What follows belongs to an exercise in optimizing a design on an open flow for small area, a short achievable clock period and few clock cycles; a production flow would make more cautious choices.
The RTL was checked by simulation tests, not by an equivalence proof against the original design.

## old
Design seq_mult, start of the top module:
module seq_mult #(parameter n = 32)
				(input start, rst, clk,
				input [n-1:0] a, b,
				output valid,
				output [2*n-1:0] result);
	reg [31:0] breg;
	reg [32:0] hs, hc;
	reg [7:0] sl, cl;
	reg [23:0] l;
	reg        lb, ngd;
	reg [1:0]  p01;
	reg [1:0]  cnt;
	reg        run, pend, vld;
	function [15:0] sel;
		input [7:0] x;
		input y;
		integer k;
		reg [8:0] xy;
		reg x1, x0, p;
		begin
			xy = {x, y};
			for (k = 0; k < 4; k = k + 1) begin
				x1 = xy[2*k+2];
				x0 = xy[2*k+1];
				p  = xy[2*k];
				sel[k]       = ~x1 & (x0 ^ p);
				sel[4+k]   = ~x1 & x0 & p;
				sel[8+k] = x1 & (x0 ^ p);
				sel[12+k] = x1 & ~x0 & ~p;
			end
		end
	endfunction
	wire       ld = ~run;
	wire [31:0] bm = ld ? b : breg;
	wire [15:0] seli = sel(ld ? a[9:2] : l[7:0], lb & ~ld);
	wire [32:0] hsi = ld ? {1'b1, 2'b00, b[31:2] & {30{a[0]}}} : hs;
	wire [32:0] hci = ld ? {2'b00, b[31:1] & {31{a[1]}}} : hc;
	wire       c2i = ld & a[0] & a[1] & b[0] & b[1];
	wire [7:0] sli = sl & {8{run}};
	wire [7:0] cli = cl & {8{run}};
	wire       ngdi = ngd & run;
	wire [3:0] p1 = seli[3:0];
	wire [3:0] p2 = seli[7:4];
	wire [3:0] n1 = seli[11:8];
	wire [3:0] n2 = seli[15:12];
	wire [3:0] ng = n1 | n2;
	wire [33:0] pp0 = {~ng[0], ({33{p1[0]}} & {1'b0, bm}) | ({33{p2[0]}} & {bm, 1'b0}) | ({33{n1[0]}} & ~{1'b0, bm}) | ({33{n2[0]}} & ~{bm, 1'b0})};
	wire [33:0] pp1 = {~ng[1], ({33{p1[1]}} & {1'b0, bm}) | ({33{p2[1]}} & {bm, 1'b0}) | ({33{n1[1]}} & ~{1'b0, bm}) | ({33{n2[1]}} & ~{bm, 1'b0})};
	wire [33:0] pp2 = {~ng[2], ({33{p1[2]}} & {1'b0, bm}) | ({33{p2[2]}} & {bm, 1'b0}) | ({33{n1[2]}} & ~{1'b0, bm}) | ({33{n2[2]}} & ~{bm, 1'b0})};
	wire [33:0] pp3 = {~ng[3], ({33{p1[3]}} & {1'b0, bm}) | ({33{p2[3]}} & {bm, 1'b0}) | ({33{n1[3]}} & ~{1'b0, bm}) | ({33{n2[3]}} & ~{bm, 1'b0})};
  ...
Size in the first run: about 130 I/O pins, ~0.014 mm^2 of cells after synthesis.
clock: 5.0 ns
lec_check: 0
abc_area: 1
cap_margin: 20
core_margin: 2
core_utilization: 40
cts_cluster_diameter: 150
cts_cluster_size: 40
setup_slack_margin: 1.3
slew_margin: 20
synth_hierarchical: 1
standard.sh (not shown) runs the stock make flow with config.mk's settings and CLKGATE_MAP_FILE= SYNTH_SCRIPT=/design/flow/synth_recipe.tcl, a recipe that flattens the netlist after the stock synthesis.
==> flow/flow/run.sh <==
#!/bin/bash
# The standard layout, with the port buffers made of buf_1 cells
# instead of the default clkdlybuf4s50_1. The make output goes to make.log.
set -euo pipefail
bash standard.sh "BUFFER_PORTS_ARGS=-buffer_cell sky130_fd_sc_hd__buf_1" finish > make.log 2>&1
Testbench counts of old, summed over its fixed seeds: cycles 8,000.
diff inputs: old => new
diff --git a/flow/config.mk b/flow/config.mk
--- a/flow/config.mk
+++ b/flow/config.mk
@@ -10,6 +10,4 @@
 export CORE_MARGIN = 2
 export CORE_UTILIZATION = 40
-export CTS_CLUSTER_DIAMETER = 150
-export CTS_CLUSTER_SIZE = 40
 export SETUP_SLACK_MARGIN = 1.3
 export SLEW_MARGIN = 20
==> comparison <==
The count of flip-flops with a built-in enable after synthesis of new and that of old are within noise of each other. Diff old..new | utilization after layout | unchanged. DRC violation count after routing: old vs new identical. Global-route congestion overflow total came out exactly the same in new and old. From new to old, clock skew did not move at all.

* * *

Setup of pine:
Starting RTL as in the previous note.
export LEC_CHECK = 0
export ABC_AREA = 1
export CAP_MARGIN = 20
export CORE_MARGIN = 2
export CORE_UTILIZATION = 40
export CTS_BUF_LIST = sky130_fd_sc_hd__clkbuf_8
export SETUP_SLACK_MARGIN = 1.3
export SLEW_MARGIN = 20
export SYNTH_HIERARCHICAL = 1
create_clock -name core_clock -period 5.0 [get_ports {clk}]
Scripts as last shown in full above: flow/flow/run.sh
Testbench counts of pine, summed over its fixed seeds: cycles 8,000.
For oak, these inputs were changed with respect to pine:
Settings: clearing ABC_AREA, which used to be 1; clearing CTS_BUF_LIST, which used to be sky130_fd_sc_hd__clkbuf_8.
--- outcome ---
Every stage of the flow completed for oak, and the final layout passed the timing, DRC and antenna checks. On xor and xnor fraction of the mapped netlist area: between oak and pine, it ends up lower for pine. met3 track demand over resource was lower in oak than in pine. Per the comparison of oak with pine, utilization after layout now sits higher, met1 track demand over resource dropped 2.9 points, synthesized cell count saw a decrease.

[port drivers added, routing unchanged]
The results above use ideal ports. As a check the final layouts listed here were re-extracted and re-timed, cells and wires unchanged.
Step 1, drivers: a clkbuf_16 drives clk and a buf_2 each remaining input, both assumed.
Step 2 times the ports against the registers' clock, not the clock port: input delays grow and output delays shrink by t, the midpoint of the rising clock arrivals with the driver on.
a / b / c = ideal / step 1 / step 2; a / b = the first two.
| run | t, ns | setup WS [ns] | hold slack, ns |
|---|---|---|---|
| old | 0.494 | 1.426 / 1.401 / 0.973 | 0.454 / 0.454 / 0.454 |
| new | 0.494 | 1.426 / 1.401 / 0.973 | 0.454 / 0.454 / 0.454 |
| pine | 0.532 | 1.383 / 1.365 / 0.910 | 0.461 / 0.461 / 0.461 |
| oak | 0.481 | 0.850 / 0.799 / 0.960 | 0.462 / 0.462 / 0.462 |
After both steps every run listed still meets setup and hold. For pine, which loses most, drivers alone change the setup slack by -0.018 ns; drivers and shift together by -0.473 ns.
